Source: an optimization exercise on an open RTL-to-GDS flow (aim: small area, a short achievable clock period and few clock cycles per item). Production flows keep margins and buffers that such runs may drop. Function was checked by simulation only, so behaviour that the tests miss may differ from the original. No activity file was given, so power comes from the tool's default toggle rates.

==> flow/design.v <==
`default_nettype none
`timescale 1 ns / 1 ps
module udp_ipv4_tx (
    input  wire             ap_clk,
    input  wire             ap_rst_n,
    input  wire  [31:0]     my_ip_addr,
    input  wire   [7:0]     ip_protocol,
    input  wire             s_axis_tx_meta_tvalid,
    output wire             s_axis_tx_meta_tready,
    input  wire [255:0]     s_axis_tx_meta_tdata,
    input  wire             s_axis_tx_data_tvalid,
    output wire             s_axis_tx_data_tready,
    input  wire  [63:0]     s_axis_tx_data_tdata,
    input  wire   [7:0]     s_axis_tx_data_tkeep,
    input  wire             s_axis_tx_data_tlast,
    output wire             m_axis_tx_data_tvalid,
    input  wire             m_axis_tx_data_tready,
    output wire   [63:0]    m_axis_tx_data_tdata,
    output wire    [7:0]    m_axis_tx_data_tkeep,
    output wire             m_axis_tx_data_tlast,
    output reg    [31:0]    datagrams_transmitted
);
reg st_h0, st_h1, st_h2, st_h3, st_dat, st_prv, st_ext;
reg  [31:0] prev_data;    
reg   [3:1] prev_keep;    
reg         len_zero;     
reg  [15:2] len_r;        
reg         meta_seen;    
wire [31:0] m_dst_ip   = s_axis_tx_meta_tdata[31:0];
wire [15:0] m_dst_port = s_axis_tx_meta_tdata[47:32];
wire [15:0] m_src_port = s_axis_tx_meta_tdata[95:80];
wire [15:0] m_len      = s_axis_tx_meta_tdata[111:96];
wire [15:0] tot_len    = {len_r, m_len[1:0]};
wire [15:0] udp_len    = {len_r, m_len[1:0]};
wire in_v    = s_axis_tx_data_tvalid;
wire in_last = s_axis_tx_data_tlast;
wire in_k4   = s_axis_tx_data_tkeep[4];
wire rdy     = m_axis_tx_data_tready;
assign m_axis_tx_data_tvalid = (st_h0 & s_axis_tx_meta_tvalid & meta_seen) | st_h1 | st_h2 |
                               (st_h3 & len_zero) | st_ext | (st_dat & in_v);
wire out_hs  = m_axis_tx_data_tvalid & rdy;
wire data_hs = st_dat & in_v & rdy;
assign s_axis_tx_data_tready = st_dat & rdy;
assign s_axis_tx_meta_tready = st_h3 & rdy & (len_zero | in_v);
assign m_axis_tx_data_tlast = st_ext | (st_h3 & len_zero) | (st_dat & in_last & ~in_k4);
assign m_axis_tx_data_tkeep[0]   = 1'b1;
assign m_axis_tx_data_tkeep[3:1] = st_ext ? prev_keep : 3'b111;
assign m_axis_tx_data_tkeep[7:4] = (st_h0 | st_h1 | st_h2) ? 4'hF :
                                   st_dat ? s_axis_tx_data_tkeep[3:0] : 4'h0;
assign m_axis_tx_data_tdata[31:0] =
      ({32{st_h0}} & {tot_len[7:0], tot_len[15:8], 8'h00, 8'h45})
    | ({32{st_h1}} & {16'h0000, ip_protocol, 8'h40})
    | ({32{st_h2}} & {m_dst_ip[7:0], m_dst_ip[15:8], m_dst_ip[23:16], m_dst_ip[31:24]})
    | ({32{st_h3}} & {16'h0000, udp_len[7:0], udp_len[15:8]})
    | ({32{st_prv}} & prev_data);
assign m_axis_tx_data_tdata[63:32] =
      ({32{st_h1}} & my_ip_addr)
    | ({32{st_h2}} & {m_dst_port[7:0], m_dst_port[15:8], m_src_port[7:0], m_src_port[15:8]})
    | ({32{st_dat}} & s_axis_tx_data_tdata[31:0]);
always @(posedge ap_clk) begin
    if (!ap_rst_n) begin
        st_h0  <= 1'b1;
        st_h1  <= 1'b0;
        st_h2  <= 1'b0;
        st_h3  <= 1'b0;
        st_dat <= 1'b0;
        st_prv <= 1'b0;
        st_ext <= 1'b0;
    end else if (out_hs) begin
        st_h0  <= m_axis_tx_data_tlast;
        st_h1  <= st_h0;
        st_h2  <= st_h1;
        st_h3  <= st_h2;
        st_dat <= (st_h2 & ~len_zero) | (st_dat & ~in_last);
        st_prv <= st_dat & (~in_last | in_k4);
        st_ext <= st_dat & in_last & in_k4;
    end
end
always @(posedge ap_clk) begin
    if (data_hs) begin
        prev_data <= s_axis_tx_data_tdata[63:32];
        prev_keep <= s_axis_tx_data_tkeep[7:5];
    end
end
always @(posedge ap_clk) begin
    len_zero  <= (m_len == 16'd0);
    len_r     <= m_len[15:2] + ((st_h2 | st_h3) ? 14'd2 : 14'd7);
    meta_seen <= ap_rst_n & s_axis_tx_meta_tvalid & ~s_axis_tx_meta_tready;
end
always @(posedge ap_clk) begin
    if (!ap_rst_n)
        datagrams_transmitted <= 32'd0;
    else if (out_hs & m_axis_tx_data_tlast)
        datagrams_transmitted <= datagrams_transmitted + 32'd1;
end
endmodule
Settings: LEC_CHECK=0, CAP_MARGIN=20, CORE_AREA=2.5 2.5 167.5 167.5, DIE_AREA=0 0 170 170, PLACE_DENSITY=0.6, SETUP_SLACK_MARGIN=2.3, SLEW_MARGIN=20; clock period 5.0 ns.
standard.sh (not shown) runs the stock make flow with config.mk's settings and CLKGATE_MAP_FILE= SYNTH_SCRIPT=/design/flow/synth_recipe.tcl, a recipe that flattens the netlist after the stock synthesis.
==> flow/flow/run.sh <==
#!/bin/bash
# Standard ORFS layout (the standard.sh, unchanged synthesis), with the
# port buffers made from the smallest buffer instead of the default choice.
set -euo pipefail
export BUFFER_PORTS_ARGS="-buffer_cell sky130_fd_sc_hd__buf_1"
bash standard.sh synth > synth.log 2>&1
bash standard.sh finish > layout.log 2>&1
Testbench counts at the start, summed over its fixed seeds: cycles 93,634, packets 4,800.
Next try:
- SETUP_SLACK_MARGIN: 2.3 -> 2.45
The changed run went through all stages and came out clean.
Sequential share of layout area falls by 1.3 points.
Worst hold slack gains 0.016 ns.
Cell count went up by 0.88%.
Sequential cell count does not change.
Design area rose by 4.0%.

---

Another version of the RTL of udp_ipv4_tx (not shown whole).
Size in the first run: ~520 cells after synthesis, roughly 90 flip-flops, roughly 0.0048 mm2 of cells after synthesis.
==> flow/config.mk <==
export PLATFORM = sky130hd
export DESIGN_NAME = udp_ipv4_tx
export DESIGN_NICKNAME = udp_ipv4_tx
export VERILOG_FILES = /design/flow/design.v
export SDC_FILE = /design/flow/constraint.sdc
export NUM_CORES = 4
export LEC_CHECK = 0
export CAP_MARGIN = 20
export CORE_AREA = 2.5 2.5 267.5 59.5
export DIE_AREA = 0 0 270 62
export PLACE_DENSITY = 0.6
export SLEW_MARGIN = 20
==> flow/constraint.sdc <==
create_clock -name core_clock -period 5.0 [get_ports {ap_clk}]
set_input_delay 1.0000 -clock core_clock [delete_from_list [all_inputs] [get_ports {ap_clk}]]
set_output_delay 1.0000 -clock core_clock [all_outputs]
set_load 0.01 [all_outputs]
Scripts as last shown in full above: flow/flow/run.sh
Testbench counts at the start, summed over its fixed seeds: cycles 92,912, packets 4,800.
Edit:
==> flow/run.sh (new file) <==
#!/bin/bash
# synth_recipe.tcl (not shown) runs the flow's synth.tcl, then flattens the netlist and writes it again
# the make line also repeats each setting of config.mk as NAME=value (left out here)
make -C /OpenROAD-flow-scripts/flow DESIGN_CONFIG=/design/flow/config.mk WORK_HOME=/design/flow/orfs CLKGATE_MAP_FILE= SYNTH_SCRIPT=/design/flow/synth_recipe.tcl finish
--- a/flow/config.mk
+++ b/flow/config.mk
@@ -7,6 +7,6 @@
 export LEC_CHECK = 0
 export CAP_MARGIN = 20
-export CORE_AREA = 2.5 2.5 267.5 59.5
-export DIE_AREA = 0 0 270 62
+export CORE_MARGIN = 2
+export CORE_UTILIZATION = 40
 export PLACE_DENSITY = 0.6
 export SLEW_MARGIN = 20
removed: flow/flow/run.sh
removed: flow/standard.sh
After rerunning: This time the run ended with an error in I/O pin placement (3_2_place_iop), error PPL-0024. Synthesized cell count stays the same. Area after synthesis stays the same.
Edit:
--- a/flow/config.mk
+++ b/flow/config.mk
@@ -7,6 +7,6 @@
 export LEC_CHECK = 0
 export CAP_MARGIN = 20
-export CORE_MARGIN = 2
-export CORE_UTILIZATION = 40
+export CORE_AREA = 2.5 2.5 167.5 167.5
+export DIE_AREA = 0 0 170 170
 export PLACE_DENSITY = 0.6
 export SLEW_MARGIN = 20
After rerunning: Now the flow ran to the end with no violations; area after synthesis does not change; synthesized cell count does not change.

---

udp_ipv4_tx, a different RTL version from the one above (not shown whole).
Size: roughly 580 cells after synthesis, ~480 I/O pins, roughly 0.0047 mm^2 of cells after synthesis.
export LEC_CHECK = 0
export CAP_MARGIN = 20
export CORE_AREA = 2.5 2.5 97.5 97.5
export DIE_AREA = 0 0 100 100
export PLACE_DENSITY = 0.7
export SETUP_SLACK_MARGIN = 2.65
export SLEW_MARGIN = 20
export SYNTH_HIERARCHICAL = 1
create_clock -name core_clock -period 5.0 [get_ports {ap_clk}]
==> flow/flow/run.sh <==
#!/bin/bash
# Standard ORFS layout (the standard.sh, unchanged synthesis), with the
# port buffers made from the smallest buffer instead of the default choice
# and the pins allowed on every routing track, so a smaller die fits them.
set -euo pipefail
export BUFFER_PORTS_ARGS="-buffer_cell sky130_fd_sc_hd__buf_1"
export PLACE_PINS_ARGS="-min_distance 1 -min_distance_in_tracks"
bash standard.sh synth > synth.log 2>&1
bash standard.sh finish > layout.log 2>&1
Testbench counts at the start, summed over its fixed seeds: cycles 93,634, packets 4,800.
==> next run, changes <==
Settings changed: PLACE_DENSITY 0.7 to 0.8, SETUP_SLACK_MARGIN 2.65 to 2.55.
After rerunning: The changed run finished clean; sequential share of layout area increases by 2.2 points; sequential cell count does not change; total power increases slightly; clock power increases by roughly a tenth.

---

udp_ipv4_tx, a different RTL version from the one above (not shown whole).
For scale: about 490 cells after synthesis, roughly 90 flip-flops.
==> flow/config.mk <==
export PLATFORM = sky130hd
export DESIGN_NAME = udp_ipv4_tx
export DESIGN_NICKNAME = udp_ipv4_tx
export VERILOG_FILES = /design/flow/design.v
export SDC_FILE = /design/flow/constraint.sdc
export NUM_CORES = 4
export LEC_CHECK = 0
export CAP_MARGIN = 20
export CORE_AREA = 2.5 2.5 97.5 97.5
export DIE_AREA = 0 0 100 100
export PLACE_DENSITY = 0.7
export SETUP_SLACK_MARGIN = 2.4
export SLEW_MARGIN = 20
==> flow/constraint.sdc <==
create_clock -name core_clock -period 5.0 [get_ports {ap_clk}]
set_input_delay 1.0000 -clock core_clock [delete_from_list [all_inputs] [get_ports {ap_clk}]]
set_output_delay 1.0000 -clock core_clock [all_outputs]
set_load 0.01 [all_outputs]
Scripts as last shown in full above: flow/flow/run.sh
The starting point ran to the end with no violations.
Testbench counts at the start, summed over its fixed seeds: cycles 93,634, packets 4,800.
==> next run, changes <==
- CORE_AREA: 2.5 2.5 97.5 97.5 -> 2.5 2.5 117.5 117.5
- DIE_AREA: 0 0 100 100 -> 0 0 120 120
- PLACE_DENSITY: 0.7 -> 0.5
- SETUP_SLACK_MARGIN: 2.4 -> 2.35
What happened: Via count rises by 0.50%; setup slack gets worse by 0.016 ns; hold slack is worse by 0.021 ns; sequential power hardly moves; synthesized area stays the same; design area rose by 2.6%.
==> next run, changes <==
==> flow/flow/run.sh (replaced) <==
#!/bin/bash
# Standard ORFS layout (the standard.sh, unchanged synthesis), with the
# port buffers made from the smallest buffer instead of the default choice.
set -euo pipefail
export BUFFER_PORTS_ARGS="-buffer_cell sky130_fd_sc_hd__buf_1"
bash standard.sh synth > synth.log 2>&1
bash standard.sh finish > layout.log 2>&1
- CORE_AREA: 2.5 2.5 117.5 117.5 -> 2.5 2.5 167.5 167.5
- DIE_AREA: 0 0 120 120 -> 0 0 170 170
- PLACE_DENSITY: 0.5 -> 0.6
- SETUP_SLACK_MARGIN: 2.35 -> 2.3
Routed wire length goes up by about 25%; global-route usage falls by 8.9 points; first-iteration DRC count went down by 5.7%; maximum frequency goes down by about 0.33%; final cell count came out higher by 19%; die area increases by about 100%; non-clock buffer count is higher by 3; design area rises by about 4%; power went down by about 2.7%; count of clock-buffer cells in the layout does not change.

port drivers added, routing unchanged:
Ports are ideal in the flow. The routed layouts listed here were re-timed in OpenROAD.
Step 1 (the two cells are an assumption about what drives the block):
set clk [get_ports {ap_clk}]
set_driving_cell -lib_cell sky130_fd_sc_hd__clkbuf_16 $clk
set_driving_cell -lib_cell sky130_fd_sc_hd__buf_2 [delete_from_list [all_inputs] $clk]
Step 2 also shifts input and output timing later by t, the mid clock arrival at the registers, as if the neighbouring blocks saw the same clock.
a / b / c = ideal / step 1 / step 2; a / b = the first two.
run	t, ns	setup slack, ns	worst setup path at the end	clock arrival spread, ns	worst register clock-pin slew, ns
the first run of note 1	0.377	2.235 / 2.211 / 2.154	input to register	0.012 / 0.013	0.07 / 0.07
the second run of note 1	0.382	2.239 / 2.218 / 2.102	input to register	0.015 / 0.016	0.07 / 0.07
the first run of note 2	0.401	1.139 / 1.108 / 1.108	input to output	0.008 / 0.008	0.07 / 0.07
the third run of note 2	0.385	0.502 / 0.469 / 0.469	input to output	0.010 / 0.010	0.08 / 0.08
the first run of note 3	0.392	2.510 / 2.464 / 2.213	input to register	0.020 / 0.020	0.11 / 0.11
the second run of note 3	0.379	2.491 / 2.445 / 2.199	input to register	0.026 / 0.025	0.10 / 0.10
the first run of note 4	0.378	2.260 / 2.200 / 2.148	input to register	0.013 / 0.013	0.09 / 0.09
the second run of note 4	0.384	2.244 / 2.196 / 1.979	input to register	0.005 / 0.006	0.07 / 0.07
the third run of note 4	0.386	2.235 / 2.185 / 2.035	input to register	0.013 / 0.013	0.08 / 0.08
After both steps setup and hold are still met in every run listed. For the first run of note 3, which loses most, drivers alone change the setup slack by -0.046 ns; drivers and shift together by -0.297 ns.
